This is an optimization exercise on Yosys and OpenROAD, whose aim is small area, not a production implementation.
Only simulation tests tie the RTL to the original design; equivalence was not proved.
Power and IR drop assume default switching activity.

`flow/config.mk`:
```
export PLATFORM = sky130hd
export DESIGN_NAME = sah
export DESIGN_NICKNAME = sah
export VERILOG_FILES = /design/flow/design.v
export SDC_FILE = /design/flow/constraint.sdc
export NUM_CORES = 4
export LEC_CHECK = 0
export ABC_AREA = 1
export CAP_MARGIN = 20
export CORE_MARGIN = 2
export CORE_UTILIZATION = 40
export SLEW_MARGIN = 20
```
`flow/constraint.sdc`:
```
create_clock -name core_clock -period 10.0 [get_ports {CLK}]
set_input_delay 2.0000 -clock core_clock [delete_from_list [all_inputs] [get_ports {CLK}]]
set_output_delay 2.0000 -clock core_clock [all_outputs]
set_load 0.01 [all_outputs]
```
`flow/design.v`:
```
`timescale 1ns / 1ps
module sah(
  input  CLK, BTN_R, BTN_RST, BTN_L, BTN_SR, ROT_BT, reset, SW3,
  output VGA_H, VGA_V, VGA_R, VGA_G, VGA_B
);
  reg ph;
  wire ce = ~ph;
  always @(posedge CLK) begin
    if (reset) ph <= 1'b0;
    else       ph <= ~ph;
  end
  reg [3:0] hc; reg [5:0] hf;
  reg [3:0] vr; reg [5:0] vg;
  wire hf_last = (hf == 6'd49);
  wire hwrap   = (hc == 4'd13) && (hf == 6'd29);    
  wire vwrap   = (vr == 4'd10) && (vg == 6'd24);    
  always @(posedge CLK) begin
    if (reset) begin
      hc <= 4'd13; hf <= 6'd30;    
      vr <= 4'd9;  vg <= 6'd35;    
    end else if (ph) begin
      if (hf_last) begin hf <= 6'd0; hc <= hc + 4'd1; end
      else hf <= hf + 6'd1;
      if (hwrap) begin
        if (vwrap) begin vr <= 4'd0; vg <= 6'd0; end
        else if (vg == 6'd49) begin vg <= 6'd0; vr <= vr + 4'd1; end
        else vg <= vg + 6'd1;
      end
    end
  end
  wire p25 = (hf == 6'd4) || (hf == 6'd29);         
  reg [3:0] m15;                                    
  always @(posedge CLK) begin
    if (reset) m15 <= 4'd0;
    else if (ph && p25) m15 <= (m15 == 4'd14) ? 4'd0 : m15 + 4'd1;
  end
  wire [1:0] q_s  = (hf < 6'd5) ? 2'd0 : (hf < 6'd30) ? 2'd1 : 2'd2;
  wire [1:0] q4   = {hc[0], 1'b0} + q_s;            
  wire m5is4      = (m15 == 4'd4) || (m15 == 4'd9) || (m15 == 4'd14);
  wire tick       = p25 && (q4 == 2'd3) && m5is4;   
  wire line_tick  = p25 && (m15 == 4'd14);          
  reg click_m, click_s, click_state, click_prev_db, take_pulse;
  reg [5:0] dbC_cnt;
  reg [9:0] click_cooldown;
  always @(posedge CLK) begin
    if (reset) begin
      click_m <= 1'b0; click_s <= 1'b0; click_state <= 1'b0; click_prev_db <= 1'b0;
      take_pulse <= 1'b0; dbC_cnt <= 6'd0; click_cooldown <= 10'd0;
    end else if (ce) begin
      click_m <= ~BTN_RST;
      click_s <= click_m;
      if (click_s == click_state) dbC_cnt <= 6'd0;
      else if (dbC_cnt == 6'd49) begin click_state <= click_s; dbC_cnt <= 6'd0; end
      else dbC_cnt <= dbC_cnt + 6'd1;
      take_pulse <= 1'b0;
      if (click_cooldown != 10'd0) click_cooldown <= click_cooldown - 10'd1;
      if (click_state && !click_prev_db && click_cooldown == 10'd0) begin
        take_pulse <= 1'b1;
        click_cooldown <= 10'd600;
      end
      click_prev_db <= click_state;
    end
  end
  reg sw3_m, sw3_s, sw3_prev;
  always @(posedge CLK) begin
    if (reset) begin
      sw3_m <= 1'b0; sw3_s <= 1'b0; sw3_prev <= 1'b0;
    end else if (ce) begin
      sw3_m <= SW3; sw3_s <= sw3_m; sw3_prev <= sw3_s;
    end
  end
  wire sw3_pulse = sw3_s & ~sw3_prev;
  reg [2:0] cx, cy;
  reg turn_white, holding;
  reg [4:0] sel;
  reg game_over;
  wire [5:0] cur = {cy, cx};
  reg [5:0] pos [0:31];
  reg [31:0] off;
  reg pend;      
  wire [2:0] txn  = hf_last ? hc[2:0] + 3'd1 : hc[2:0];
  wire [5:0] bidx = ph ? {vr[2:0], txn} : cur;
  reg  [31:0] match;
  reg  [4:0]  mn, mx;
  reg         any;
  integer i;
  always @* begin
    for (i = 0; i < 32; i = i + 1) match[i] = ~off[i] && (pos[i] == bidx);
    any = |match;
    mn = 5'd0; mx = 5'd0;
    for (i = 31; i >= 0; i = i - 1) if (match[i]) mn = i[4:0];
    for (i = 0; i < 32; i = i + 1)  if (match[i]) mx = i[4:0];
  end
  wire act     = ce && !game_over && take_pulse;
  wire pick    = act && !holding && any && (mx[4] != turn_white);
  wire place   = act && holding && !any;
  wire capture = act && holding && any && (sel[4] != mx[4]);
  wire pickcap  = pick | capture;
  wire placecap = place | capture;
  wire sw3b    = ce && SW3;
  wire rst_pos = reset | sw3b;
  wire wr_sel  = ~reset & ((placecap & ~SW3) | (ph & pend));
  integer p;
  always @(posedge CLK) begin
    for (p = 0; p < 32; p = p + 1) begin
      if (rst_pos) pos[p] <= {~p[4], ~p[4], ~p[3], p[2:0]};
      else if (wr_sel && sel == p[4:0]) pos[p] <= cur;
    end
  end
  always @(posedge CLK) begin
    for (p = 0; p < 32; p = p + 1) begin
      if (reset) off[p] <= 1'b0;
      else if (ce) begin
        if (pickcap && mx == p[4:0]) off[p] <= 1'b1;
        else if (SW3) off[p] <= 1'b0;
        else if (placecap && sel == p[4:0]) off[p] <= 1'b0;
      end
    end
  end
  always @(posedge CLK) begin
    if (reset) begin
      holding <= 1'b0; turn_white <= 1'b1; pend <= 1'b0;
    end else if (ce) begin
      if (SW3) begin holding <= 1'b0; turn_white <= 1'b1; end
      if (pick) begin holding <= 1'b1; sel <= mx; end
      if (placecap) begin holding <= 1'b0; turn_white <= ~turn_white; end
      pend <= SW3 & placecap;
    end else begin
      pend <= 1'b0;
    end
  end
  always @(posedge CLK) begin
    if (reset) begin
      cx <= 3'd0; cy <= 3'd0;
    end else if (ce && !game_over && tick) begin
      if (BTN_L && cx != 3'd0) cx <= cx - 3'd1;
      else if (BTN_R && cx != 3'd7) cx <= cx + 3'd1;
      else if (BTN_SR && cy != 3'd7) cy <= cy + 3'd1;
      else if (ROT_BT && cy != 3'd0) cy <= cy - 3'd1;
    end
  end
  reg [2:0] ywr, ybr; reg [5:0] ywg, ybg;
  reg run_w, run_b, first_started, turn_q;
  wire yw_gt67 = (ywr > 3'd1) || (ywr == 3'd1 && ywg > 6'd17);
  wire yb_gt67 = (ybr > 3'd1) || (ybr == 3'd1 && ybg > 6'd17);
  wire yw_max  = (ywr == 3'd7) && (ywg == 6'd49);
  wire yb_max  = (ybr == 3'd7) && (ybg == 6'd49);
  always @(posedge CLK) begin
    if (reset) begin
      ywr <= 3'd0; ywg <= 6'd0; ybr <= 3'd0; ybg <= 6'd0;
      run_w <= 1'b0; run_b <= 1'b0; first_started <= 1'b0; turn_q <= 1'b1; game_over <= 1'b0;
    end else if (ce) begin
      if (sw3_pulse) begin
        ywr <= 3'd0; ywg <= 6'd0; ybr <= 3'd0; ybg <= 6'd0;
        run_w <= 1'b0; run_b <= 1'b0; first_started <= 1'b0; turn_q <= 1'b1; game_over <= 1'b0;
      end
      if (!game_over && turn_white != turn_q) begin
        if (turn_q) begin
          if (yw_gt67) begin
            if (ywg >= 6'd17) begin ywr <= ywr - 3'd1; ywg <= ywg - 6'd17; end
            else begin ywr <= ywr - 3'd2; ywg <= ywg + 6'd33; end
          end else begin ywr <= 3'd0; ywg <= 6'd0; end
          run_w <= 1'b0; run_b <= 1'b1;
        end else begin
          if (yb_gt67) begin
            if (ybg >= 6'd17) begin ybr <= ybr - 3'd1; ybg <= ybg - 6'd17; end
            else begin ybr <= ybr - 3'd2; ybg <= ybg + 6'd33; end
          end else begin ybr <= 3'd0; ybg <= 6'd0; end
          run_b <= 1'b0; run_w <= 1'b1;
        end
        turn_q <= turn_white;
      end
      if (!first_started && take_pulse && turn_white && !holding) begin
        run_w <= 1'b1; first_started <= 1'b1;
      end
      if (line_tick) begin
        if (run_w && !yw_max) begin
          if (ywg == 6'd49) begin ywg <= 6'd0; ywr <= ywr + 3'd1; end else ywg <= ywg + 6'd1;
        end
        if (run_b && !yb_max) begin
          if (ybg == 6'd49) begin ybg <= 6'd0; ybr <= ybr + 3'd1; end else ybg <= ybg + 6'd1;
        end
      end
      if ((run_w && yw_max) || (run_b && yb_max)) begin
        run_w <= 1'b0; run_b <= 1'b0; game_over <= 1'b1;
      end
    end
  end
  reg Lv, Lt; reg [4:0] Lm;
  wire [5:0] tile = {vr[2:0], hc[2:0]};
  wire       u_v = (tile[5] == tile[4]);
  wire [4:0] u   = {~tile[5], ~tile[3], tile[2:0]};
  wire       sel_lt_m = (sel < Lm);
  always @(posedge CLK) begin
    if (reset) begin
      Lv <= 1'b0; Lt <= 1'b0; Lm <= 5'd0;
    end else if (ph) begin
      if (pend) begin
        begin : PEND
          reg av, bv;
          av = any && (mn != sel);
          bv = (cur == {vr[2:0], txn});
          Lv <= av | bv;
          Lt <= av & bv;
          Lm <= (av && (!bv || mn < sel)) ? mn : sel;
        end
      end else begin
        Lv <= any;
        Lm <= mn;
        Lt <= any && (mn != mx);
      end
    end else if (SW3) begin
      begin : SW3L
        reg av, bv;
        av = u_v && !(pickcap && u == mx) && !(placecap && u == sel);
        bv = placecap && (cur == tile);
        Lv <= av | bv;
        Lt <= av & bv;
        Lm <= (av && (!bv || u < sel)) ? u : sel;
      end
    end else if (tile == cur) begin
      if (pick) begin
        Lv <= Lt; Lt <= 1'b0;
      end else if (place) begin
        Lv <= 1'b1; Lt <= 1'b0; Lm <= sel;
      end else if (capture) begin
        Lv <= 1'b1;
        if (Lt) begin Lm <= sel_lt_m ? sel : Lm; end
        else Lm <= sel;
      end
    end
  end
  function pawn_pixel;   input [5:0] x,y; begin
    pawn_pixel = 1'b0;
    if (y>=10 && y<=12 && x>=20 && x<=30) pawn_pixel = 1'b1;
    else if (y>=13 && y<=18 && x>=22 && x<=28) pawn_pixel = 1'b1;
    else if (y>=19 && y<=20 && x>=23 && x<=27) pawn_pixel = 1'b1;
    else if (y>=21 && y<=24 && x>=20 && x<=30) pawn_pixel = 1'b1;
    else if (y>=25 && y<=28 && x>=18 && x<=32) pawn_pixel = 1'b1;
    else if (y>=29 && y<=32 && x>=17 && x<=33) pawn_pixel = 1'b1;
    else if (y>=33 && y<=36 && x>=16 && x<=34) pawn_pixel = 1'b1;
    else if (y>=37 && y<=40 && x>=14 && x<=36) pawn_pixel = 1'b1;
    else if (y>=41 && y<=43 && x>=12 && x<=38) pawn_pixel = 1'b1;
    else if (y>=44 && y<=45 && x>=10 && x<=40) pawn_pixel = 1'b1;
  end endfunction
  function rook_pixel;    input [5:0] x,y; begin
    rook_pixel = 1'b0;
    if (y>=10 && y<=12 && ((x>=12 && x<=16)||(x>=20 && x<=30)||(x>=34 && x<=38))) rook_pixel = 1'b1;
    else if (y>=13 && y<=32 && x>=14 && x<=36) rook_pixel = 1'b1;
    else if (y>=33 && y<=36 && x>=12 && x<=38) rook_pixel = 1'b1;
    else if (y>=37 && y<=45 && x>=10 && x<=40) rook_pixel = 1'b1;
  end endfunction
  function bishop_pixel;  input [5:0] x,y; begin
    bishop_pixel = 1'b0;
    if (y>=10 && y<=12 && x>=22 && x<=28) bishop_pixel = 1'b1;
    else if (y>=13 && y<=16 && x>=20 && x<=30) bishop_pixel = 1'b1;
    else if (y>=17 && y<=20 && x>=18 && x<=32) bishop_pixel = 1'b1;
    else if (y>=21 && y<=30 && x>=16 && x<=34) bishop_pixel = 1'b1;
    else if (y>=31 && y<=34 && x>=14 && x<=36) bishop_pixel = 1'b1;
    else if (y>=35 && y<=45 && x>=10 && x<=40) bishop_pixel = 1'b1;
  end endfunction
  function knight_pixel;  input [5:0] x,y; begin
    knight_pixel = 1'b0;
    if (y>=12 && y<=16 && x>=24 && x<=32) knight_pixel = 1'b1;
    else if (y>=16 && y<=20 && x>=20 && x<=30) knight_pixel = 1'b1;
    else if (y>=20 && y<=24 && x>=18 && x<=28) knight_pixel = 1'b1;
    else if (y>=24 && y<=28 && x>=16 && x<=26) knight_pixel = 1'b1;
    else if (y>=28 && y<=34 && x>=14 && x<=30) knight_pixel = 1'b1;
    else if (y>=35 && y<=45 && x>=10 && x<=40) knight_pixel = 1'b1;
    if (y>=17 && y<=18 && x>=27 && x<=28) knight_pixel = 1'b0;
  end endfunction
  function queen_pixel;   input [5:0] x,y; begin
    queen_pixel = 1'b0;
    if (y>=10 && y<=12 && ((x>=12 && x<=14)||(x>=20 && x<=22)||(x>=28 && x<=30)||(x>=36 && x<=38))) queen_pixel = 1'b1;
    else if (y>=13 && y<=15 && x>=14 && x<=36) queen_pixel = 1'b1;
    else if (y>=16 && y<=24 && x>=16 && x<=34) queen_pixel = 1'b1;
    else if (y>=25 && y<=28 && x>=18 && x<=32) queen_pixel = 1'b1;
    else if (y>=29 && y<=32 && x>=16 && x<=34) queen_pixel = 1'b1;
    else if (y>=33 && y<=36 && x>=14 && x<=36) queen_pixel = 1'b1;
    else if (y>=37 && y<=45 && x>=10 && x<=40) queen_pixel = 1'b1;
  end endfunction
  function king_pixel;  input [5:0] x,y; begin
    king_pixel = 1'b0;
    if (y >= 4  && y <= 12 && x >= 24 && x <= 26) king_pixel = 1'b1;
    if (y >= 7  && y <= 9  && x >= 20 && x <= 30) king_pixel = 1'b1;
    if (y>=12 && y<=14 && x>=22 && x<=28) king_pixel = 1'b1;
    if (y>=15 && y<=18 && x>=20 && x<=30) king_pixel = 1'b1;
    if (y>=19 && y<=30 && x>=18 && x<=32) king_pixel = 1'b1;
    if (y>=31 && y<=34 && x>=16 && x<=34) king_pixel = 1'b1;
    if (y>=35 && y<=45 && x>=10 && x<=40) king_pixel = 1'b1;
  end endfunction
  function piece_on; input [4:0] id; input [5:0] x,y; begin
    if (id[4] ^ id[3]) piece_on = pawn_pixel(x,y);
    else case (id[2:0])
      3'd0, 3'd7: piece_on = rook_pixel(x,y);
      3'd1, 3'd6: piece_on = knight_pixel(x,y);
      3'd2, 3'd5: piece_on = bishop_pixel(x,y);
      3'd3:       piece_on = queen_pixel(x,y);
      default:    piece_on = king_pixel(x,y);
    endcase
  end endfunction
  wire inb = ~hc[3] & ~vr[3];
  wire vin  = ~vr[3] || (vr == 4'd8 && vg == 6'd0);                                
  wire hin  = (hc == 4'd15 && hf >= 6'd40) || ~hc[3] || (hc == 4'd8 && hf <= 6'd10);  
  wire fr_b1 = ((hc == 4'd15 && hf >= 6'd40) || (hc == 4'd0 && hf == 6'd0)) && vin;
  wire fr_b2 = (hc == 4'd8 && hf <= 6'd10) && vin;
  wire fr_b3 = ((vr == 4'd10 && vg >= 6'd15) || (vr == 4'd0 && vg == 6'd0)) && hin;
  wire fr_b4 = (vr == 4'd8 && vg <= 6'd10) && hin;
  wire fr_vg = ((hf == 6'd49 && hc < 4'd7) || (hf == 6'd0 && hc >= 4'd1 && hc <= 4'd7)) && vin;
  wire fr_hg = ((vg == 6'd49 && vr < 4'd7) || (vg == 6'd0 && vr >= 4'd1 && vr <= 4'd7)) &&
               (~hc[3] || (hc == 4'd8 && hf == 6'd0));
  wire frame = fr_b1 | fr_b2 | fr_b3 | fr_b4 | fr_vg | fr_hg;
  wire pc_on  = inb && Lv && piece_on(Lm, hf, vg);
  wire pc_wh  = ~Lm[4];
  wire ln_y   = (vr == {1'b0, ywr}) && (vg == ywg) &&
                ((hc == 4'd14 && hf >= 6'd40) || (hc == 4'd15 && hf <= 6'd30));
  wire ln_r   = (vr == {1'b0, ybr}) && (vg == ybg) &&
                ((hc == 4'd8 && hf >= 6'd20) || (hc == 4'd9 && hf <= 6'd10));
  wire hl     = inb && (tile == cur) &&
                (hf < 6'd2 || hf > 6'd47 || vg < 6'd2 || vg > 6'd47);
  reg crvena, zelena, plava;
  always @(posedge CLK) begin
    if (reset) begin
      crvena <= 1'b0; zelena <= 1'b0; plava <= 1'b0;
    end else begin
      if (frame) begin crvena <= 1'b1; zelena <= 1'b1; plava <= 1'b1; end
      else begin crvena <= 1'b0; zelena <= 1'b0; plava <= 1'b0; end
      if (pc_on) begin
        if (pc_wh) begin crvena <= 1'b1; zelena <= 1'b1; plava <= 1'b1; end
        else       begin crvena <= 1'b0; zelena <= 1'b0; plava <= 1'b1; end
      end
      if (ln_y) begin crvena <= 1'b1; zelena <= 1'b1; plava <= 1'b0; end
      if (ln_r) begin crvena <= 1'b1; zelena <= 1'b0; plava <= 1'b0; end
      if (hl) begin crvena <= 1'b1; zelena <= turn_white; plava <= 1'b0; end
    end
  end
  wire h0    = (hc == 4'd13) && (hf == 6'd30);
  wire hsync = (hc == 4'd10 && hf >= 6'd37) || (hc == 4'd11) || (hc == 4'd12 && hf <= 6'd32);
  wire vsync = (vr == 4'd9) && ((vg == 6'd0 && !h0) || (vg == 6'd1) || (vg == 6'd2 && h0));
  assign VGA_H = ~hsync;
  assign VGA_V = ~vsync;
  assign VGA_R = crvena;
  assign VGA_G = zelena;
  assign VGA_B = plava;
endmodule
```
`flow/run.sh`:
```
#!/bin/bash
# synth_recipe.tcl (not shown) runs the flow's synth.tcl, then flattens the netlist and writes it again
# the make line also repeats each setting of config.mk as NAME=value (left out here)
make -C /OpenROAD-flow-scripts/flow DESIGN_CONFIG=/design/flow/config.mk WORK_HOME=/design/flow/orfs CLKGATE_MAP_FILE= SYNTH_SCRIPT=/design/flow/synth_recipe.tcl finish
```
==> impl_metrics.toml, run 1 <==
[critical_path]
critical_path_class = "flop to flop"
required_ps = 10450
worstSetupStartpointType = "flop"
worst-endpoint-arrival_ps = 6730
cpPeakStageDelay_ps = 740
reg2reg_depth = 50
r2r-start = "hf[1]$_SDFFE_PP1P_"
cp-startpoint = "hf[1]$_SDFFE_PP1P_"
worst-path-max-fanout = 15
endpoint_kind = "flop"
cp_common_cell = "nand2_1"
critical-path-slowest-cell = "nand2_1"
r2r_end = "Lm[1]$_SDFFE_PP0P_"
r2r_slack_ps = 3730

[finish]
final_nets = 2739
area_growth_pct = 8.90
antenna_cells = 0
num-fill-cells = 4885
drive_gt1_share_pct = 5.99

[sta]
hold_viol = 0
finalCritPeriodShare_pct = 62.7
fin_skew_ps = 17.6
fin_crit_ps = 6270
worst_pin_slew_ps = 1030
slew_headroom_pct = 31.2
setup_viol = 0
rsz0062_at_grt = "no"
max_freq_mhz = 159
fin_setup_tns_ps = 0
slew_viol_final = 0

[clock_tree]
cts-root-buf = "clkbuf_16"
htreeDepth = 2
clockBufferDepth = 3
cts_tree = "yes"
clock_latency_ps = 570
ctsResizeCount = 0
clk_pin_slew_ps = 60
post_cts_buffers = 0
cts_sinks = 320
postCtsHoldBufs = 0
numCtsBuffers = 39

[global_route]
grt_max_degree = 94
grt_util_met3_pct = 2.92
grt_first_pass_wirelength_microns = 102000
grt_pass1_vias = 18169
grtUsageTotal_pct = 25.5
grt_use_met2_pct = 43.2
use_met1_pct = 33.3
grt_overflow = 0
antenna_found_initial = 1
grt_busiest_layer = "met2"

[power_and_ir_drop]
p_leak_uw = 0.00914
ir_worst_vdd_v = 0.000130
power_density_nw_per_um2 = 149
power.total_uw = 3130

[yosys]
synth.distinct_cells = 72
synth.ff_latch_count = 320
synth_most_common_cell = "nand2_1"
syn_area_per_cell_sq_um = 7.09
synthAdderAreaFrac_pct = 3.51
synth-compound-area-share_pct = 23.9
yosys.area_share.xor_xnor_pct = 6.92
synth_ff_type = "dfxtp_1"
syn_nets = 2790
synthTopCellsByArea = "dfxtp_1, nand2_1, a21oi_1, inv_1, o21ai_0"
synth_simple_gate_area_share_pct = 23.0
synthMuxAreaShare_pct = 0.0517
syn_inst = 2729
ys_warn_count = 2
async_flop_share_pct = 0
synth_top_family_by_area = "compound AO/OA/AOI/OAI gates"
syn-cell-area_sq_um = 19300
synth.top_cell.area_share_pct = 32.6
yosysTopAreaCell = "dfxtp_1"
yosys-top-cells-count = "nand2_1, dfxtp_1, inv_1"
yosysSeqAreaShare_pct = 33.4
synth_edf_count = 5

[hold_path]
min_path_cells = 2
hold_path.class = "flop to flop"
hp-start = "pos[13][3]$_SDFFE_PP0P_"
min_to = "pos[13][3]$_SDFFE_PP0P_"

[floorplanning]
die-width_microns = 224
core_area_sq_um = 47700
ios = 13
die_h_microns = 224
dieArea_sq_um = 50100
initial_utilization_pct = 40.5
fp-row-count = 80

[routing]
dr_total_vias = 18819
ant_nets = 0
detail_route.wl_per_cell_microns = 19.5
totalWireLength_microns = 64600
first_iter_violations = 1631
drc = 0
vias_per_cell = 5.67
firstDrtPassIters = 5

[placement]
hpwlAfterDp_microns = 44300
gp_congestion = 0.990
port_buffers = 12

[job]
maxCapViolCount = 0

[outcome]
status = "no timing/DRC/antenna violations"
==> cell type report <==
cell class                 instances  area [sq um]  area share (%)
multi-input combinational       1973         11100            52.8
sequential                       320          6460            30.6
inverter                         310          1170            5.55
clock buffer                      56          1100            5.22
tap                              615           769            3.65
timing repair buffer              34           297            1.41
clock inverter                    11           160           0.760
==> metal layers <==
metal  up-vias  share of wire (%)
met5         -              0.020
met4         2                3.5
met3       140                5.2
met2       539                 47
met1      8933                 44
li1       9205                  -
==> flip-flops by register name (all words and copies together) (netlist names), 3 cells and up <==
signal          flops
off                32
sel                 5
ybr                 3
ybg                 6
ywr                 3
click_cooldown     10
vg                  6
cy                  3
cx                  3
m15                 4
hf                  6
vr                  4
hc                  4
ywg                 6
Lm                  5
pos               192
dbC_cnt             6
==> cell families after synthesis <==
group                    after synthesis
AND/OR/NAND/NOR                     1023
AO/OA/AOI/OAI                        744
buffers and inverters                436
flip-flops                           320
XOR/XNOR                             152
adder cells (fa/ha/maj)               53
multiplexers                           1
==> worst max path at each step <==
stage                              end  slack [ps]  cells past startpoint
2_1_floorplan       Lm[1]$_SDFFE_PP0P_        5470                     50
3_3_place_gp        Lm[1]$_SDFFE_PP0P_        3720                     48
3_5_place_dp   pos[30][4]$_SDFFE_PP0P_        3800                     22
4_1_cts        pos[30][4]$_SDFFE_PP0P_        3770                     22
5_1_grt         pos[9][3]$_SDFFE_PP0P_        3120                     23
6_report            Lm[1]$_SDFFE_PP0P_        3730                     50
==> cells in the final DEF (no fill, tap or decap), types with 10 or more instances in the layout <==
master,count
o21ai_0,180
a2111oi_0,19
o21ai_1,49
nor2_1,237
nand3_1,110
nand2_2,16
clkbuf_16,39
buf_4,20
nand2_1,522
o21bai_1,17
clkbuf_1,11
a21oi_1,214
o22ai_1,24
dfxtp_1,315
ha_1,51
inv_2,22
xnor2_1,50
nand4_1,34
o221ai_1,13
o2111ai_1,16
nor3_1,51
inv_1,282
a31oi_1,26
o31ai_1,10
clkdlybuf4s50_1,11
nor4_1,18
xor2_1,101
o211ai_1,112
==> power breakdown <==
part	internal, uW	switching, uW	total, uW
sequential	1300	23.6	1330
clock	846	582	1430
combinational	114	267	380
==> through the flow <==
step	cells	util [%]	worst slack (ps)	hold WS, ps	cell area [sq um]
final	3319	44.1	3730	466	21100
after global routing	3319	44.1	3120	485	21100
after CTS	3319	44.1	3770	464	21100
after detailed placement	3252	41.5	3800	455	19800
after global placement	3250	41.4	3720	443	19800
after floorplan	2729	-	5470	422	19300
==> critical path, delay by kind of cell, from the launching register on <==
family	cells	cell delay, ps
buffers and inverters	2	410
DFF	1	580
and+or+nand+nor	41	3660
adders and majority gates	2	660
AOI/OAI and AO/OA	5	840
==> run 2, diff against run 1 <==
--- a/flow/config.mk
+++ b/flow/config.mk
@@ -9,4 +9,7 @@
 export CAP_MARGIN = 20
 export CORE_MARGIN = 2
 export CORE_UTILIZATION = 40
+export CTS_BUF_LIST = sky130_fd_sc_hd__clkbuf_4
+export CTS_CLUSTER_DIAMETER = 40
+export CTS_CLUSTER_SIZE = 10
 export SLEW_MARGIN = 20
==> impl_metrics.toml, run 2 <==
[outcome]
status = "no timing/DRC/antenna violations"

[global_route]
antenna_found_initial = 2
grt_first_pass_wirelength_microns = 102000
grt_overflow = 0
grtUsageTotal_pct = 25.5
grt_pass1_vias = 18244
grt_max_degree = 94

[clock_tree]
cts_sinks = 320
postCtsHoldBufs = 0
cts-root-buf = "clkbuf_4"
ctsResizeCount = 0
numCtsBuffers = 53
htreeDepth = 2
clk_pin_slew_ps = 100
clockBufferDepth = 3
clock_latency_ps = 830
post_cts_buffers = 0
cts_tree = "yes"

[finish]
area_growth_pct = 6.85
top_regs = "pos (192), off (32), click_cooldown (10)"
fin_area_sq_um = 20700
largest_reg_flops = 192
largest-register = "pos"
final_cell_mix = "nand2_1, dfxtp_1, inv_1"
final_common_cell = "nand2_1"
drive_gt1_share_pct = 7.02
final_nets = 2753

[power_and_ir_drop]
p_comb_share_pct = 13.7
p_sw_uw = 840
ir_worst_vdd_v = 0.0000615
power.total_uw = 2760
p_leak_uw = 0.00897
clkPwrFrac_pct = 38.3
p_seq_share_pct = 48.0
power_density_nw_per_um2 = 134
p_sw_share_pct = 30.4
p_int_uw = 1920

[floorplanning]
die_h_microns = 224
ios = 13
die-width_microns = 224
fp-row-count = 80
dieArea_sq_um = 50100
initial_utilization_pct = 40.5
core_area_sq_um = 47700

[yosys]
syn_area_per_cell_sq_um = 7.09
syn_inst = 2729
yosysSeqAreaShare_pct = 33.4
yosys-top-cells-count = "nand2_1, dfxtp_1, inv_1"
async_flop_share_pct = 0
synth.ff_latch_count = 320
ys_warn_count = 2
synthTopCellsByArea = "dfxtp_1, nand2_1, a21oi_1, inv_1, o21ai_0"
synth_ff_type = "dfxtp_1"
syn-cell-area_sq_um = 19300
yosysTopAreaCell = "dfxtp_1"
synth.top_cell.area_share_pct = 32.6
synth.distinct_cells = 72
synth_edf_count = 5
syn_nets = 2790
synth_most_common_cell = "nand2_1"

[sta]
slew_headroom_pct = 26.5
rsz0062_at_grt = "no"
fin_hold_ws_ps = 471
fin_crit_ps = 6270
setup_viol = 0
worst_slack_ps = 3730
worst_pin_slew_ps = 1090
fin_setup_tns_ps = 0
slew_viol_final = 0
fin_skew_ps = 66.4
finalCritPeriodShare_pct = 62.7
hold_viol = 0
max_freq_mhz = 159

[placement]
placed_cell_area_sq_um = 19800
dp_slack_ps = 3800
gp_congestion = 0.990
hpwlAfterDp_microns = 44300
port_buffers = 12

[critical_path]
cp_top_family = "simple AND/OR/NAND/NOR gates"
cp_common_cell = "nand2_1"
critical_path_class = "flop to flop"
cpPeakStageDelay_ps = 730
worstSetupStartpointType = "flop"
worst-path-max-fanout = 15
worst-endpoint-arrival_ps = 6950
endpoint_kind = "flop"
crit_buf_inv = 2
required_ps = 10680
critical-path-slowest-cell = "nand2_1"

[routing]
ant_nets = 0
detail_route.wl_per_cell_microns = 19.2
drc = 0
wl_met3_microns = 3570
met1_length_microns = 28300
dr_total_vias = 18903
vias_per_cell = 5.64
top_layer_used = "met5"
firstDrtPassIters = 6
totalWireLength_microns = 64500
first_iter_violations = 1593
route.met2.wl_microns = 30300

[job]
maxCapViolCount = 0

[hold_path]
hold_path.class = "flop to flop"
run 2: cell types whose count changed in the layout (fill, tap and decap cells not counted), moves of 3 or more:
cell,previous run,this run
clkinv_1,4,15
clkbuf_1,11,0
clkbuf_8,6,0
clkinv_4,0,4
clkinvlp_4,3,10
clkbuf_4,0,58
bufinv_16,3,8
clkbuf_16,39,0
clkinv_2,2,5
run 2: final cells by class:
class,instances,area [sq um]
diodes,1,2.50
clock buffers,58,435
clock inverters,39,425
fillers,4954,27100
inverters,310,1170
multi-input cells,1973,11100
flip-flops and latches,320,6460
well taps,615,769
repair buffers,34,297
run 2: per-layer routing:
| layer | up-vias | GRT usage, % |
|---|---|---|
| li1 | 9250 | - |
| met1 | 8889 | 33.1 |
| met2 | 614 | 42.9 |
| met3 | 148 | 3.15 |
| met4 | 2 | 10.0 |
| met5 | - | 0 |
run 2: power groups by stage:
| stage | registers [uW] | logic [uW] | clock network, uW |
|---|---|---|---|
| after floorplan | 1340 | 285 | 0 |
| after global placement | 1350 | 367 | 0 |
| after detailed placement | 1350 | 373 | 0 |
| after CTS | 1330 | 375 | 1090 |
| after global routing | 1330 | 426 | 1150 |
| final | 1320 | 379 | 1060 |
run 2: final timing paths:
check	startpoint	to	slack, ps	cells after the start
worst min-delay path	pos[13][3]$_SDFFE_PP0P_	pos[13][3]$_SDFFE_PP0P_	470	2
worst max-delay path	hf[1]$_SDFFE_PP1P_	Lm[1]$_SDFFE_PP0P_	3730	50
worst max register to register	hf[1]$_SDFFE_PP1P_	Lm[1]$_SDFFE_PP0P_	3730	50
worst min register to register	pos[13][3]$_SDFFE_PP0P_	pos[13][3]$_SDFFE_PP0P_	470	2
run 2: cell families (layout without fill, tap and decap cells):
family          count (synthesis)  in the layout  synth area share, %
xor+xnor                      152            152                 6.92
buf+inv                       436            441                 9.27
fa+ha+maj                      53             53                 3.51
other cells                     0              1                    0
mux                             1              1               0.0517
simple gates                 1023           1023                 23.0
compound gates                744            744                 23.9
flops                         320            320                 33.4
run 2: tightest hold or removal path: cells and delay by family (launching register included):
kind,cells,cell delay [ps]
flops,1,330
buf+inv,1,50
compound gates,1,50
run 2: through the flow:
step,std cells,utilization (%)
2_1_floorplan,2729,-
3_3_place_gp,3250,41.4
3_5_place_dp,3252,41.5
4_1_cts,3349,43.3
5_1_grt,3350,43.3
6_report,3350,43.3
==> run 3, diff against run 2 <==
--- a/flow/config.mk
+++ b/flow/config.mk
@@ -9,7 +9,7 @@
 export CAP_MARGIN = 20
 export CORE_MARGIN = 2
 export CORE_UTILIZATION = 40
-export CTS_BUF_LIST = sky130_fd_sc_hd__clkbuf_4
-export CTS_CLUSTER_DIAMETER = 40
-export CTS_CLUSTER_SIZE = 10
+export CTS_BUF_LIST = sky130_fd_sc_hd__clkbuf_8
+export CTS_CLUSTER_DIAMETER = 50
+export CTS_CLUSTER_SIZE = 15
 export SLEW_MARGIN = 20
==> impl_metrics.toml, run 3 <==
[outcome]
status = "no timing/DRC/antenna violations"

[routing]
route.met2.wl_microns = 30300
dr_total_vias = 18809
totalWireLength_microns = 64400
ant_nets = 0
detail_route.wl_per_cell_microns = 19.4
drc = 0
vias_per_cell = 5.66
wl_met3_microns = 3570
top_layer_used = "met5"
met1_length_microns = 28300
first_iter_violations = 1507
firstDrtPassIters = 5

[power_and_ir_drop]
p_int_uw = 1960
p_sw_share_pct = 30.3
ir_worst_vdd_v = 0.0000872
p_sw_uw = 850
p_comb_share_pct = 13.5
clkPwrFrac_pct = 39.3
p_seq_share_pct = 47.2
p_leak_uw = 0.00901
power_density_nw_per_um2 = 136

[clock_tree]
clockBufferDepth = 3
htreeDepth = 2
post_cts_buffers = 0
numCtsBuffers = 39
ctsResizeCount = 0
postCtsHoldBufs = 0
clock_latency_ps = 640
cts_tree = "yes"
cts-root-buf = "clkbuf_8"
cts_sinks = 320
clk_pin_slew_ps = 80

[floorplanning]
die_h_microns = 224
fp-row-count = 80
ios = 13
initial_utilization_pct = 40.5
core_area_sq_um = 47700
die-width_microns = 224
dieArea_sq_um = 50100

[yosys]
synth_edf_count = 5
ys_warn_count = 2
yosysTopAreaCell = "dfxtp_1"
synth.top_cell.area_share_pct = 32.6
yosys-top-cells-count = "nand2_1, dfxtp_1, inv_1"
synthTopCellsByArea = "dfxtp_1, nand2_1, a21oi_1, inv_1, o21ai_0"
synth_ff_type = "dfxtp_1"
syn_inst = 2729
synth.distinct_cells = 72
syn_nets = 2790
async_flop_share_pct = 0
yosysSeqAreaShare_pct = 33.4
synth.ff_latch_count = 320
syn-cell-area_sq_um = 19300
syn_area_per_cell_sq_um = 7.09
synth_most_common_cell = "nand2_1"

[finish]
area_growth_pct = 7.05
antenna_cells = 0
finalNonFillerCells = 3323
final_common_cell = "nand2_1"
top_regs = "pos (192), off (32), click_cooldown (10)"
largest_reg_flops = 192
num-fill-cells = 4958
drive_gt1_share_pct = 6.35
largest-register = "pos"
final_nets = 2739
final_cell_mix = "nand2_1, dfxtp_1, inv_1"

[sta]
worst_pin_slew_ps = 1030
hold_viol = 0
rsz0062_at_grt = "no"
slew_viol_final = 0
setup_viol = 0
slew_headroom_pct = 30.9
fin_crit_ps = 6310
finalCritPeriodShare_pct = 63.1
fin_skew_ps = 48.5
max_freq_mhz = 159
fin_setup_tns_ps = 0

[critical_path]
cpPeakStageDelay_ps = 730
critical_path_class = "flop to flop"
cp-startpoint = "hf[1]$_SDFFE_PP1P_"
required_ps = 10510
endpoint_kind = "flop"
worst-path-max-fanout = 15
r2r-start = "hf[1]$_SDFFE_PP1P_"
critical-path-slowest-cell = "nand2_1"
worstSetupStartpointType = "flop"
cp_common_cell = "nand2_1"
worst-endpoint-arrival_ps = 6820

[placement]
port_buffers = 12
gp_congestion = 0.990
dp.cells = 3252
hpwlAfterDp_microns = 44300

[hold_path]
hold_path.class = "flop to flop"
hp-start = "pos[6][0]$_SDFFE_PP0P_"

[global_route]
grt_pass1_vias = 18065
antenna_found_initial = 1
grtUsageTotal_pct = 25.4
grt_overflow = 0
grt_first_pass_wirelength_microns = 101000
grt_max_degree = 94

[job]
maxCapViolCount = 0
## run 3: worst paths after layout
path | to | slack (ps) | cells after the start
setup / recovery | Lm[1]$_SDFFE_PP0P_ | 3690 | 50
hold / removal | pos[6][0]$_SDFFE_PP0P_ | 470 | 2
setup reg to reg | Lm[1]$_SDFFE_PP0P_ | 3690 | 50
hold reg to reg | pos[6][0]$_SDFFE_PP0P_ | 470 | 2
## run 3: cell type report
class                           count  area [sq um]  area share (%)
Inverter                          310          1170            5.64
Clock buffer                       42           578            2.79
Tap cell                          615           769            3.72
Sequential cell                   320          6460            31.2
Multi-Input combinational cell   1973         11100            53.7
Timing Repair Buffer               34           297            1.43
Clock inverter                     29           324            1.56
## run 3: cell families (layout without fill, tap and decap cells)
| logic type | after synthesis | after routing | share of synthesized area [%] |
|---|---|---|---|
| fa+ha+maj | 53 | 53 | 3.51 |
| simple gates | 1023 | 1023 | 23.0 |
| flops | 320 | 320 | 33.4 |
| mux | 1 | 1 | 0.0517 |
| xor+xnor | 152 | 152 | 6.92 |
| compound gates | 744 | 744 | 23.9 |
| buf+inv | 436 | 415 | 9.27 |
## run 3: metal layers
| metal | global-route usage (%) | up-vias |
|---|---|---|
| li1 | - | 9193 |
| met1 | 33.0 | 8880 |
| met2 | 43.1 | 606 |
| met3 | 3.11 | 128 |
| met4 | 9.33 | 2 |
| met5 | 0 | - |
## run 3: power groups by stage
stage	clock network, uW	logic, uW	registers (uW)
after global routing	1180	427	1330
final	1100	380	1330
after floorplan	0	285	1340
after detailed placement	0	373	1350
after global placement	0	367	1350
after CTS	1130	376	1320
## run 3: worst max-delay path: cells and delay by family (launching register included)
| kind | cells | cell delay (ps) |
|---|---|---|
| adders and majority gates | 2 | 670 |
| and+or+nand+nor | 41 | 3670 |
| DFF | 1 | 590 |
| AOI/OAI and AO/OA | 5 | 830 |
| buffers and inverters | 2 | 410 |
## run 3: through the flow
| stage | hold slack [ps] | power, uW | setup WS [ps] | utilization [%] | area, sq um |
|---|---|---|---|---|---|
| floorplan | 422 | 1630 | 5470 | - | 19300 |
| global placement | 443 | 1720 | 3720 | 41.4 | 19800 |
| detailed placement | 455 | 1730 | 3800 | 41.5 | 19800 |
| CTS | 466 | 2830 | 3770 | 43.4 | 20700 |
| global route | 489 | 2940 | 3130 | 43.4 | 20700 |
| finish | 466 | 2810 | 3690 | 43.4 | 20700 |
==> run 4, diff against run 3 <==
--- a/flow/config.mk
+++ b/flow/config.mk
@@ -6,10 +6,10 @@
 export NUM_CORES = 4
 export LEC_CHECK = 0
 export ABC_AREA = 1
-export CAP_MARGIN = 20
+export CAP_MARGIN = 0
 export CORE_MARGIN = 2
 export CORE_UTILIZATION = 40
 export CTS_BUF_LIST = sky130_fd_sc_hd__clkbuf_8
 export CTS_CLUSTER_DIAMETER = 50
 export CTS_CLUSTER_SIZE = 15
-export SLEW_MARGIN = 20
+export SLEW_MARGIN = 0
==> impl_metrics.toml, run 4 <==
[outcome]
status = "no timing/DRC/antenna violations"

[sta]
worst_pin_slew_ps = 1180
slew_viol_final = 0
fin_crit_ps = 6440
slew_headroom_pct = 21.1
max_freq_mhz = 155
setup_viol = 0
hold_viol = 0
fin_skew_ps = 50.7
worst_slack_ps = 3560
rsz0062_at_grt = "no"
finalCritPeriodShare_pct = 64.4
fin_setup_tns_ps = 0

[finish]
antenna_cells = 0
largest-register = "pos"
largest_reg_flops = 192
final_nets = 2736
drive_gt1_share_pct = 6.21
area_growth_pct = 6.78
final_common_cell = "nand2_1"
fin_area_sq_um = 20700
fin_util_pct = 43.3
seq_area_sq_um = 6460
top_regs = "pos (192), off (32), click_cooldown (10)"
final_cell_mix = "nand2_1, dfxtp_1, inv_1"
multiInputGateArea_sq_um = 11100
num-fill-cells = 4932

[global_route]
grtUsageTotal_pct = 25.1
grt_overflow = 0
grt_first_pass_wirelength_microns = 100000
grt_max_degree = 94
grt_pass1_vias = 18044
antenna_found_initial = 1

[clock_tree]
clockBufferDepth = 3
cts-root-buf = "clkbuf_8"
post_cts_buffers = 0
cts_tree = "yes"
clock_latency_ps = 640
postCtsHoldBufs = 0
ctsResizeCount = 0
clk_pin_slew_ps = 80
cts_sinks = 320
htreeDepth = 2
numCtsBuffers = 38

[floorplanning]
core_area_sq_um = 47700
dieArea_sq_um = 50100
die_h_microns = 224
ios = 13
die-width_microns = 224
initial_utilization_pct = 40.5
fp-row-count = 80

[yosys]
synth.ff_latch_count = 320
synth_edf_count = 5
ys_warn_count = 2
yosysSeqAreaShare_pct = 33.4
synth.distinct_cells = 72
yosys-top-cells-count = "nand2_1, dfxtp_1, inv_1"
synthTopCellsByArea = "dfxtp_1, nand2_1, a21oi_1, inv_1, o21ai_0"
yosysTopAreaCell = "dfxtp_1"
synth_ff_type = "dfxtp_1"
syn_area_per_cell_sq_um = 7.09
syn_inst = 2729
synth.top_cell.area_share_pct = 32.6
async_flop_share_pct = 0
synth_most_common_cell = "nand2_1"
syn_nets = 2790
syn-cell-area_sq_um = 19300

[routing]
met1_length_microns = 28200
detail_route.wl_per_cell_microns = 19.2
route.met2.wl_microns = 30100
ant_nets = 0
vias_per_cell = 5.66
drc = 0
first_iter_violations = 1642
top_layer_used = "met5"
totalWireLength_microns = 63800
dr_total_vias = 18784
wl_met3_microns = 3210
firstDrtPassIters = 7

[critical_path]
critical-path-slowest-cell = "nand2_2"
worst-endpoint-arrival_ps = 6940
cpPeakStageDelay_ps = 660
critical_path_class = "flop to flop"
worstSetupStartpointType = "flop"
cp_common_cell = "nand2_1"
required_ps = 10490
endpoint_kind = "flop"
worst-path-max-fanout = 46
r2r_slack_ps = 3560

[power_and_ir_drop]
clkPwrFrac_pct = 38.9
p_sw_uw = 832
p_sw_share_pct = 29.9
power_density_nw_per_um2 = 135
p_comb_share_pct = 13.5
p_leak_uw = 0.00899
p_int_uw = 1950
ir_worst_vdd_v = 0.0000804
p_seq_share_pct = 47.6

[placement]
port_buffers = 12
hpwlAfterDp_microns = 43900
placed_cell_area_sq_um = 19800
dp_slack_ps = 3700
gp_congestion = 0.990

[job]
maxCapViolCount = 0

[hold_path]
hold_path.class = "flop to flop"
run 4: power groups by stage:
| stage | sequential (uW) | combinational, uW | clock [uW] |
|---|---|---|---|
| after detailed placement | 1350 | 371 | 0 |
| after CTS | 1320 | 373 | 1110 |
| final | 1320 | 377 | 1080 |
| after floorplan | 1340 | 285 | 0 |
| after global placement | 1350 | 367 | 0 |
| after global routing | 1330 | 423 | 1160 |
run 4: cell type report:
cell class / count / share of cell area [%]
clock inverter: 28 / 1.50
multi-input combinational: 1973 / 53.8
timing repair buffer: 32 / 1.28
sequential: 320 / 31.3
tap: 615 / 3.72
clock buffer: 42 / 2.80
inverter: 310 / 5.66
run 4: kinds of logic (layout without fill, tap and decap cells):
family	Yosys count	in the layout	synth area share (%)
flip-flops	320	320	33.4
XOR/XNOR	152	152	6.92
AND/OR/NAND/NOR	1023	1023	23.0
multiplexers	1	1	0.0517
AO/OA/AOI/OAI	744	744	23.9
buffers and inverters	436	412	9.27
adder cells (fa/ha/maj)	53	53	3.51
run 4: metrics by stage:
| stage | total power (uW) | std cells | hold slack (ps) |
|---|---|---|---|
| final | 2780 | 3320 | 463 |
| after floorplan | 1630 | 2729 | 422 |
| after detailed placement | 1730 | 3250 | 453 |
| after global routing | 2910 | 3320 | 486 |
| after CTS | 2800 | 3320 | 464 |
| after global placement | 1720 | 3250 | 443 |
run 4: final timing paths:
check,cells after the start,end,from
setup / recovery,48,Lm[1]$_SDFFE_PP0P_,hf[1]$_SDFFE_PP1P_
hold / removal,2,pos[6][0]$_SDFFE_PP0P_,pos[6][0]$_SDFFE_PP0P_
hold reg to reg,2,pos[6][0]$_SDFFE_PP0P_,pos[6][0]$_SDFFE_PP0P_
setup reg to reg,48,Lm[1]$_SDFFE_PP0P_,hf[1]$_SDFFE_PP1P_
run 4: critical path, delay by kind of cell, from the launching register on:
family / cells / cell delay [ps]
flops: 1 / 590
buf+inv: 2 / 390
fa+ha+maj: 2 / 670
simple gates: 39 / 3870
compound gates: 5 / 810
run 4: layer usage:
layer | track usage, % | up-vias
met3 | 3.03 | 138
li1 | - | 9191
met5 | 0 | -
met2 | 42.7 | 585
met4 | 10.3 | 2
met1 | 32.1 | 8868
==> run 5, diff against run 4 <==
==> flow/config.mk (replaced) <==
export PLATFORM = sky130hd
export DESIGN_NAME = sah
export DESIGN_NICKNAME = sah
export VERILOG_FILES = /design/flow/design.v
export SDC_FILE = /design/flow/constraint.sdc
export NUM_CORES = 4
export LEC_CHECK = 0
export CAP_MARGIN = 20
export CORE_MARGIN = 2
export CORE_UTILIZATION = 40
export SLEW_MARGIN = 20
==> impl_metrics.toml, run 5 <==
[clock_tree]
ctsResizeCount = 0
postCtsHoldBufs = 0
cts-root-buf = "clkbuf_16"
post_cts_buffers = 0
cts_tree = "yes"
clk_pin_slew_ps = 60
numCtsBuffers = 39
clock_latency_ps = 590
htreeDepth = 2
cts_sinks = 320
clockBufferDepth = 3

[yosys]
synthAdderAreaFrac_pct = 3.44
syn_nets = 2637
ys_warn_count = 2
synth_most_common_cell = "dfxtp_1"
yosysSeqAreaShare_pct = 32.3
synth.distinct_cells = 89
syn-cell-area_sq_um = 20000
yosys.area_share.xor_xnor_pct = 11.0
synth_top_family_by_area = "compound AO/OA/AOI/OAI gates"
synth.top_cell.area_share_pct = 31.6
yosys-top-cells-count = "dfxtp_1, nand2_1, a21oi_1"
synth.ff_latch_count = 320
synthTopCellsByArea = "dfxtp_1, xnor2_1, a21oi_1, o21ai_0, nand2_1"
synth_edf_count = 5
synth_simple_gate_area_share_pct = 22.8
syn_inst = 2576
synth-compound-area-share_pct = 23.8
syn_area_per_cell_sq_um = 7.76
synth_ff_type = "dfxtp_1"
yosysTopAreaCell = "dfxtp_1"
synthMuxAreaShare_pct = 1.18
async_flop_share_pct = 0

[outcome]
status = "no timing/DRC/antenna violations"

[routing]
ant_nets = 0
first_iter_violations = 1883
drc = 0
totalWireLength_microns = 69300
firstDrtPassIters = 6
detail_route.wl_per_cell_microns = 22.0
vias_per_cell = 6.15
dr_total_vias = 19411

[finish]
largest_reg_flops = 192
largest-register = "pos"
final_common_cell = "dfxtp_1"
final_nets = 2524
antenna_cells = 0
drive_gt1_share_pct = 6.06
area_growth_pct = 8.82
fin_util_pct = 44.2
final_cell_mix = "dfxtp_1, nand2_1, a21oi_1"
fin_area_sq_um = 21700
top_regs = "pos (192), off (32), click_cooldown (10)"

[sta]
rsz0062_at_grt = "no"
fin_setup_tns_ps = 0
slew_headroom_pct = 26.1
hold_viol = 0
finalCritPeriodShare_pct = 73.1
fin_crit_ps = 7310
fin_skew_ps = 34.7
max_freq_mhz = 137
slew_viol_final = 0
worst_pin_slew_ps = 1100
fin_hold_ws_ps = 469
setup_viol = 0

[global_route]
grt_pass1_vias = 17881
grtUsageTotal_pct = 26.4
antenna_found_initial = 0
grt_first_pass_wirelength_microns = 106000
grt_overflow = 0
grt_max_degree = 75

[power_and_ir_drop]
power_density_nw_per_um2 = 147
ir_worst_vdd_v = 0.000143
p_leak_uw = 0.00741
power.total_uw = 3200

[hold_path]
hold_path.class = "flop to flop"

[floorplanning]
core_area_sq_um = 49200
die-width_microns = 228
die_h_microns = 228
dieArea_sq_um = 51800
fp-row-count = 81
ios = 13
initial_utilization_pct = 40.7

[critical_path]
critical_path_class = "flop to flop"
worstSetupStartpointType = "flop"
worst-endpoint-arrival_ps = 7760
worst-path-max-fanout = 32
endpoint_kind = "flop"
required_ps = 10450

[placement]
gp_congestion = 0.934
port_buffers = 12
placed_cell_area_sq_um = 20400
hpwlAfterDp_microns = 45600

[job]
maxCapViolCount = 0
[run 5: cell types whose count changed in the layout (fill, tap and decap cells not counted), moves of 71 or more]
cell,change
nor3_1,+71
nand2_1,-269
inv_1,-230
o211ai_1,-71
nor2_1,-74
xnor2_1,+116
[run 5: where the power goes]
part / internal [uW] / total [uW] / switching, uW / leakage [uW]
Clock: 917 / 1520 / 605 / 0.000667
Combinational: 119 / 343 / 225 / 0.00415
Sequential: 1300 / 1330 / 30.5 / 0.00259
[run 5: cells by family (layout without fill, tap and decap cells)]
| logic type | count (synthesis) | count (layout) |
|---|---|---|
| buffers and inverters | 261 | 176 |
| muxes | 23 | 23 |
| AOI/OAI and AO/OA | 744 | 744 |
| xor gates and xnor gates | 250 | 250 |
| adders and majority gates | 54 | 54 |
| DFF | 320 | 320 |
| and+or+nand+nor | 924 | 924 |
[run 5: layout make-up]
cell class                      count  area (sq um)
Tap cell                          664           831
Fill cell                        4958         27400
Clock buffer                       51          1070
Inverter                           59           221
Timing Repair Buffer               48           388
Clock inverter                     18           287
Multi-Input combinational cell   1995         12500
Sequential cell                   320          6460
[run 5: worst paths after layout]
check / from / end / slack (ps) / cells after the start
max reg2reg: hc[0]$_SDFFE_PP1P_ / Lt$_SDFFE_PP0P_ / 2690 / 22
max: hc[0]$_SDFFE_PP1P_ / Lt$_SDFFE_PP0P_ / 2690 / 22
min reg2reg: pos[12][3]$_SDFFE_PP0P_ / pos[12][3]$_SDFFE_PP0P_ / 470 / 2
min: pos[12][3]$_SDFFE_PP0P_ / pos[12][3]$_SDFFE_PP0P_ / 470 / 2
[run 5: layer usage]
metal  vias up  global-route usage (%)  share of wire (%)
li1       9140                       -                  -
met2       797                    43.3                 46
met5         -                       0                  0
met1      9317                    34.8                 44
met3       157                    3.91                6.5
met4         0                    10.8                4.1
[run 5: metrics by stage]
stage,instances,setup slack [ps]
after floorplan,2576,4370
after global placement,3086,2990
after detailed placement,3086,2880
after CTS,3155,2860
after global routing,3155,2310
final,3155,2690
[run 5: worst max-delay path, cell delays in order, from the launching register on]
cell,delay (ps)
dfxtp_1,620
ha_1,380
and3_1,210
buf_4,410
and2_1,800
buf_4,440
o21ai_0,140
a2111oi_0,470
o2111ai_1,330
a211o_1,330
or4b_2,640
o32ai_1,610
inv_1,100
ha_1,300
nand3_1,80
nor2_1,180
or2_2,160
inv_1,50
maj3_1,340
o21ai_0,140
nand2_1,70
o31ai_1,250
nand3_1,100
==> run 6, diff against run 5 <==
--- a/flow/design.v
+++ b/flow/design.v
@@ -186,50 +186,21 @@
       end
     end
   end
-  reg Lv, Lt; reg [4:0] Lm;
   wire [5:0] tile = {vr[2:0], hc[2:0]};
-  wire       u_v = (tile[5] == tile[4]);
-  wire [4:0] u   = {~tile[5], ~tile[3], tile[2:0]};
-  wire       sel_lt_m = (sel < Lm);
+  wire       pv_a = any && (mn != sel);
+  wire       pv_b = (cur == {vr[2:0], txn});
+  wire       Dv   = pend ? (pv_a | pv_b) : any;
+  wire [4:0] Dm   = (pend && !(pv_a && (!pv_b || mn < sel))) ? sel : mn;
+  reg Lv; reg [4:0] Lm;
   always @(posedge CLK) begin
     if (reset) begin
-      Lv <= 1'b0; Lt <= 1'b0; Lm <= 5'd0;
+      Lv <= 1'b0; Lm <= 5'd0;
     end else if (ph) begin
-      if (pend) begin
-        begin : PEND
-          reg av, bv;
-          av = any && (mn != sel);
-          bv = (cur == {vr[2:0], txn});
-          Lv <= av | bv;
-          Lt <= av & bv;
-          Lm <= (av && (!bv || mn < sel)) ? mn : sel;
-        end
-      end else begin
-        Lv <= any;
-        Lm <= mn;
-        Lt <= any && (mn != mx);
-      end
-    end else if (SW3) begin
-      begin : SW3L
-        reg av, bv;
-        av = u_v && !(pickcap && u == mx) && !(placecap && u == sel);
-        bv = placecap && (cur == tile);
-        Lv <= av | bv;
-        Lt <= av & bv;
-        Lm <= (av && (!bv || u < sel)) ? u : sel;
-      end
-    end else if (tile == cur) begin
-      if (pick) begin
-        Lv <= Lt; Lt <= 1'b0;
-      end else if (place) begin
-        Lv <= 1'b1; Lt <= 1'b0; Lm <= sel;
-      end else if (capture) begin
-        Lv <= 1'b1;
-        if (Lt) begin Lm <= sel_lt_m ? sel : Lm; end
-        else Lm <= sel;
-      end
+      Lv <= Dv; Lm <= Dm;
     end
   end
+  wire       Cv = ph ? Dv : Lv;
+  wire [4:0] Cm = ph ? Dm : Lm;
   function pawn_pixel;   input [5:0] x,y; begin
     pawn_pixel = 1'b0;
     if (y>=10 && y<=12 && x>=20 && x<=30) pawn_pixel = 1'b1;
@@ -310,8 +281,8 @@
   wire fr_hg = ((vg == 6'd49 && vr < 4'd7) || (vg == 6'd0 && vr >= 4'd1 && vr <= 4'd7)) &&
                (~hc[3] || (hc == 4'd8 && hf == 6'd0));
   wire frame = fr_b1 | fr_b2 | fr_b3 | fr_b4 | fr_vg | fr_hg;
-  wire pc_on  = inb && Lv && piece_on(Lm, hf, vg);
-  wire pc_wh  = ~Lm[4];
+  wire pc_on  = inb && Cv && piece_on(Cm, hf, vg);
+  wire pc_wh  = ~Cm[4];
   wire ln_y   = (vr == {1'b0, ywr}) && (vg == ywg) &&
                 ((hc == 4'd14 && hf >= 6'd40) || (hc == 4'd15 && hf <= 6'd30));
   wire ln_r   = (vr == {1'b0, ybr}) && (vg == ybg) &&
==> flow/flow/run.sh (new file) <==
#!/bin/bash
set -e
export CTS_ARGS="-sink_clustering_enable -repair_clock_nets -dont_use_dummy_load -buf_list sky130_fd_sc_hd__clkbuf_8 -sink_clustering_size 15 -sink_clustering_max_diameter 50"
bash standard.sh > standard.log 2>&1
==> flow/standard.sh (new file) <==
#!/bin/bash
# synth_recipe.tcl (not shown) runs the flow's synth.tcl, then flattens the netlist and writes it again
# the make line also repeats each setting of config.mk as NAME=value (left out here)
make -C /OpenROAD-flow-scripts/flow DESIGN_CONFIG=/design/flow/config.mk WORK_HOME=/design/flow/orfs CLKGATE_MAP_FILE= SYNTH_SCRIPT=/design/flow/synth_recipe.tcl "${@:-finish}"
--- a/flow/config.mk
+++ b/flow/config.mk
@@ -5,7 +5,11 @@
 export SDC_FILE = /design/flow/constraint.sdc
 export NUM_CORES = 4
 export LEC_CHECK = 0
-export CAP_MARGIN = 20
+export ABC_AREA = 1
+export CAP_MARGIN = 0
 export CORE_MARGIN = 2
 export CORE_UTILIZATION = 40
-export SLEW_MARGIN = 20
+export CTS_BUF_LIST = sky130_fd_sc_hd__clkbuf_8
+export CTS_CLUSTER_DIAMETER = 50
+export CTS_CLUSTER_SIZE = 15
+export SLEW_MARGIN = 0
removed: flow/run.sh
==> impl_metrics.toml, run 6 <==
[finish]
top_regs = "pos (192), off (32), click_cooldown (10)"
final_common_cell = "nand2_1"
fin_util_pct = 42.3
drive_gt1_share_pct = 6.51
seq_area_sq_um = 6440
multiInputGateArea_sq_um = 10500
area_growth_pct = 4.98
final_cell_mix = "nand2_1, dfxtp_1, inv_1"
final_nets = 2619
largest_reg_flops = 192
num-fill-cells = 4820
largest-register = "pos"

[clock_tree]
ctsResizeCount = 0
cts_sinks = 319
cts_tree = "yes"
postCtsHoldBufs = 0
cts-root-buf = "clkbuf_8"
clk_pin_slew_ps = 90
post_cts_buffers = 0
clock_latency_ps = 640
htreeDepth = 2
clockBufferDepth = 3
numCtsBuffers = 39

[floorplanning]
core_area_sq_um = 46400
initial_utilization_pct = 40.3
die_h_microns = 220
ios = 13
dieArea_sq_um = 48500
die-width_microns = 220
fp-row-count = 79

[yosys]
syn_inst = 2619
synth_most_common_cell = "nand2_1"
yosysSeqAreaShare_pct = 34.4
synth.ff_latch_count = 319
synth.distinct_cells = 62
synth_ff_type = "dfxtp_1"
synth_edf_count = 5
yosys-top-cells-count = "nand2_1, dfxtp_1, inv_1"
yosysTopAreaCell = "dfxtp_1"
syn_area_per_cell_sq_um = 7.14
syn-cell-area_sq_um = 18700
synthTopCellsByArea = "dfxtp_1, nand2_1, inv_1, o211ai_1, xor2_1"
ys_warn_count = 2
synth.top_cell.area_share_pct = 33.6
async_flop_share_pct = 0
syn_nets = 2669

[global_route]
antenna_found_initial = 1
grt_first_pass_wirelength_microns = 91900
grt_max_degree = 119
grtUsageTotal_pct = 23.8
grt_pass1_vias = 16985
grt_overflow = 0

[sta]
finalCritPeriodShare_pct = 69.4
rsz0062_at_grt = "no"
slew_viol_final = 0
fin_crit_ps = 6940
worst_pin_slew_ps = 1160
max_freq_mhz = 144
fin_setup_tns_ps = 0
hold_viol = 0
setup_viol = 0
fin_skew_ps = 80.1
slew_headroom_pct = 22.4

[routing]
ant_nets = 0
vias_per_cell = 5.57
firstDrtPassIters = 6
drc = 0
totalWireLength_microns = 57600
first_iter_violations = 1452
dr_total_vias = 17690
detail_route.wl_per_cell_microns = 18.1

[critical_path]
r2r_slack_ps = 3060
r2r_end = "crvena$_SDFF_PP0_"
worst-path-max-fanout = 38
cpPeakStageDelay_ps = 770
reg2reg_depth = 48
critical_path_class = "flop to flop"
worst-endpoint-arrival_ps = 7440
endpoint_kind = "flop"
required_ps = 10500
cp_common_cell = "nand2_1"
cp-startpoint = "ph$_SDFF_PP0_"
worstSetupStartpointType = "flop"
critical-path-slowest-cell = "dfxtp_1"
r2r-start = "ph$_SDFF_PP0_"

[outcome]
status = "no timing/DRC/antenna violations"

[power_and_ir_drop]
power_density_nw_per_um2 = 125
p_sw_share_pct = 29.2
ir_worst_vdd_v = 0.0000870
p_leak_uw = 0.00820
p_comb_share_pct = 13.2
clkPwrFrac_pct = 33.3
p_int_uw = 1740
p_seq_share_pct = 53.6
p_sw_uw = 715

[hold_path]
hold_path.class = "flop to flop"
min_to = "click_cooldown[0]$_SDFFE_PP0P_"
min_path_cells = 1
hp-start = "click_cooldown[0]$_SDFFE_PP0P_"

[placement]
hpwlAfterDp_microns = 39700
port_buffers = 12
gp_congestion = 0.981

[job]
maxCapViolCount = 0
run 6: per-layer routing:
metal | global-route usage, % | routed length (microns) | vias to the layer above
met5 | 0 | 0 | -
met4 | 7.58 | 1670 | 0
met3 | 3.35 | 3010 | 100
met2 | 40.7 | 27200 | 505
met1 | 30.9 | 25700 | 8344
li1 | - | - | 8741
run 6: stage by stage:
| stage | hold slack [ps] | setup WS (ps) | cells | cell area (sq um) | total power, uW |
|---|---|---|---|---|---|
| finish | 453 | 3060 | 3175 | 19600 | 2450 |
| global route | 471 | 2250 | 3175 | 19600 | 2570 |
| CTS | 458 | 3040 | 3174 | 19600 | 2480 |
| detailed placement | 449 | 3050 | 3135 | 19100 | 1660 |
| global placement | 439 | 3210 | 3135 | 19100 | 1660 |
| floorplan | 423 | 5270 | 2619 | 18700 | 1590 |
run 6: kinds of logic after synthesis:
kind of cell,synth area share (%)
AO/OA/AOI/OAI,23.5
flip-flops,34.4
XOR/XNOR,6.89
AND/OR/NAND/NOR,22.7
buffers and inverters,9.63
adder cells (fa/ha/maj),2.89
run 6: worst max-delay path by stage:
stage                     depth (start not counted)                 to
after floorplan                                  50  crvena$_SDFF_PP0_
after global placement                           60  crvena$_SDFF_PP0_
after detailed placement                         48  crvena$_SDFF_PP0_
after CTS                                        48  crvena$_SDFF_PP0_
after global routing                             60  crvena$_SDFF_PP0_
final                                            48  crvena$_SDFF_PP0_
run 6: power groups by stage:
stage	combinational, uW	sequential, uW	clock (uW)
floorplan	250	1340	0
global placement	318	1340	0
detailed placement	321	1340	0
CTS	322	1310	842
global route	362	1320	892
finish	323	1310	816
run 6: critical path: cells and delay by family, from the launching register on:
family,cells,cell delay [ps]
simple gates,33,2770
compound gates,10,1810
buf+inv,4,1300
flops,1,770
fa+ha+maj,1,190
run 6: cell type report:
| type | instances | area share (%) |
|---|---|---|
| well taps | 607 | 3.87 |
| repair buffers | 28 | 1.22 |
| multi-input cells | 1865 | 53.3 |
| clock buffers | 39 | 2.74 |
| inverters | 316 | 6.07 |
| flip-flops and latches | 319 | 32.8 |
| diodes | 1 | 0.0128 |
==> run 7, diff against run 6 <==
==> flow/run.sh (new file) <==
#!/bin/bash
# synth_recipe.tcl (not shown) runs the flow's synth.tcl, then flattens the netlist and writes it again
# the make line also repeats each setting of config.mk as NAME=value (left out here)
make -C /OpenROAD-flow-scripts/flow DESIGN_CONFIG=/design/flow/config.mk WORK_HOME=/design/flow/orfs CLKGATE_MAP_FILE= SYNTH_SCRIPT=/design/flow/synth_recipe.tcl finish
removed: flow/flow/run.sh
removed: flow/standard.sh
==> impl_metrics.toml, run 7 <==
[routing]
detail_route.wl_per_cell_microns = 18.0
totalWireLength_microns = 57700
ant_nets = 0
vias_per_cell = 5.54
first_iter_violations = 1530
drc = 0
dr_total_vias = 17770
firstDrtPassIters = 7

[yosys]
yosysTopAreaCell = "dfxtp_1"
ys_warn_count = 2
synth.top_cell.area_share_pct = 33.6
synth_most_common_cell = "nand2_1"
synth.ff_latch_count = 319
syn_inst = 2619
synth_edf_count = 5
syn-cell-area_sq_um = 18700
syn_nets = 2669
synthTopCellsByArea = "dfxtp_1, nand2_1, inv_1, o211ai_1, xor2_1"
yosys-top-cells-count = "nand2_1, dfxtp_1, inv_1"
syn_area_per_cell_sq_um = 7.14
yosysSeqAreaShare_pct = 34.4
synth_ff_type = "dfxtp_1"
synth.distinct_cells = 62
async_flop_share_pct = 0

[clock_tree]
post_cts_buffers = 0
htreeDepth = 2
cts-root-buf = "clkbuf_8"
clockBufferDepth = 3
ctsResizeCount = 0
cts_tree = "yes"
postCtsHoldBufs = 0
clk_pin_slew_ps = 90
numCtsBuffers = 39
cts_sinks = 319
clock_latency_ps = 640

[finish]
final_common_cell = "nand2_1"
num-fill-cells = 4778
largest-register = "pos"
largest_reg_flops = 192
area_growth_pct = 7.15
final_cell_mix = "nand2_1, dfxtp_1, inv_1"
final_nets = 2619
top_regs = "pos (192), off (32), click_cooldown (10)"
drive_gt1_share_pct = 7.46

[placement]
dp_slack_ps = 3050
port_buffers = 12
hpwlAfterDp_microns = 39700
gp_congestion = 0.981

[global_route]
grt_max_degree = 119
grt_first_pass_wirelength_microns = 92100
grt_pass1_vias = 17038
grtUsageTotal_pct = 23.8
grt_overflow = 0
antenna_found_initial = 1

[critical_path]
required_ps = 10550
worstSetupStartpointType = "flop"
critical_path_class = "flop to flop"
cp-startpoint = "ph$_SDFF_PP0_"
endpoint_kind = "flop"
r2r-start = "ph$_SDFF_PP0_"
worst-path-max-fanout = 38
worst-endpoint-arrival_ps = 7560

[sta]
max_freq_mhz = 143
worst_slack_ps = 2990
fin_crit_ps = 7010
rsz0062_at_grt = "no"
fin_skew_ps = 42.1
setup_viol = 0
finalCritPeriodShare_pct = 70.1
slew_viol_final = 0
fin_setup_tns_ps = 0
hold_viol = 0
worst_pin_slew_ps = 1170
slew_headroom_pct = 21.8

[hold_path]
hp-start = "click_cooldown[0]$_SDFFE_PP0P_"
hold_path.class = "flop to flop"

[floorplanning]
dieArea_sq_um = 48500
die-width_microns = 220
ios = 13
die_h_microns = 220
core_area_sq_um = 46400
fp-row-count = 79
initial_utilization_pct = 40.3

[power_and_ir_drop]
power_density_nw_per_um2 = 139
p_leak_uw = 0.00841
ir_worst_vdd_v = 0.000132

[outcome]
status = "no timing/DRC/antenna violations"

[job]
maxCapViolCount = 0
run 7: final cells by class:
type	count	area, sq um	share of cell area [%]
Tap cell	607	759	3.79
Timing Repair Buffer	28	240	1.20
Multi-Input combinational cell	1865	10500	52.2
Inverter	316	1190	5.95
Clock buffer	42	578	2.89
Antenna cell	1	2.50	0.0125
Clock inverter	29	364	1.82
Sequential cell	319	6440	32.1
run 7: cells by family after synthesis:
family	after synthesis	share of synthesized area (%)
compound gates	718	23.5
buf+inv	435	9.63
simple gates	958	22.7
fa+ha+maj	42	2.89
flops	319	34.4
xor+xnor	147	6.89
run 7: final timing paths:
kind	to	slack [ps]	cells past startpoint
setup / recovery	pos[28][5]$_SDFFE_PP0P_	2990	22
hold / removal	click_cooldown[0]$_SDFFE_PP0P_	460	1
setup reg to reg	pos[28][5]$_SDFFE_PP0P_	2990	22
hold reg to reg	click_cooldown[0]$_SDFFE_PP0P_	460	1
run 7: worst max-delay path, cell delays in order, from the launching register on:
cell	delay [ps]
dfxtp_1	780
inv_2	400
nand2_1	170
nand2_2	360
inv_2	750
o21bai_1	130
a2111oi_0	440
o21ai_0	150
nor4_1	320
nor2_1	130
nand2_1	140
inv_2	60
nand2_4	80
nor2_8	50
xor2_1	210
inv_2	50
nand2_1	50
nand2_1	530
o22ai_4	650
inv_2	460
nor2_1	630
o21ai_0	160
a21oi_1	170
run 7: per-stage QoR:
step / power [uW] / cell area, sq um / hold WS [ps] / std cells / util (%)
2_1_floorplan: 1590 / 18700 / 423 / 2619 / -
3_3_place_gp: 1660 / 19100 / 439 / 3135 / 41.2
3_5_place_dp: 1660 / 19100 / 449 / 3135 / 41.2
4_1_cts: 2810 / 20000 / 461 / 3206 / 43.2
5_1_grt: 2910 / 20000 / 473 / 3207 / 43.2
6_report: 2790 / 20000 / 456 / 3207 / 43.2
run 7: power breakdown:
part           switching [uW]  internal (uW)
Clock                     575            574
Combinational             228           95.9
Sequential               18.6           1290
Total                     822           1960
run 7: metal layers:
layer	track usage [%]	wire length (microns)
met2	40.7	27300
met3	3.30	2820
met1	30.9	25900
met5	0	0
met4	7.70	1670

[static timing again, ports no longer ideal]
How much do the figures lean on ideal ports? The routed layouts below were timed once more, with nothing changed but the port constraints.
Step 1 sets driving cells, clkbuf_16 on the clock port and buf_2 on the other inputs (assumed; they add their load-dependent delay and slew).
Step 2 times the ports against the registers' clock, not the clock port: input delays grow and output delays shrink by t, the midpoint of the rising clock arrivals with the driver on.
Slacks: ideal / step 1 / step 2; pairs: ideal / step 1.
run	t (ns)	setup WS [ns]	slew at the worst register clock pin (ns)	cell pins on the clock port's net
run 1	0.616	3.728 / 3.728 / 3.728	0.06 / 0.06	1
run 2	0.844	3.730 / 3.730 / 3.730	0.11 / 0.11	1
run 3	0.662	3.694 / 3.694 / 3.694	0.10 / 0.10	1
run 4	0.657	3.555 / 3.555 / 3.555	0.10 / 0.10	1
run 5	0.631	2.691 / 2.691 / 2.691	0.07 / 0.07	1
run 6	0.654	3.059 / 3.059 / 3.059	0.10 / 0.10	1
run 7	0.676	2.989 / 2.989 / 2.989	0.10 / 0.10	1
After both steps every run listed still meets setup and hold.
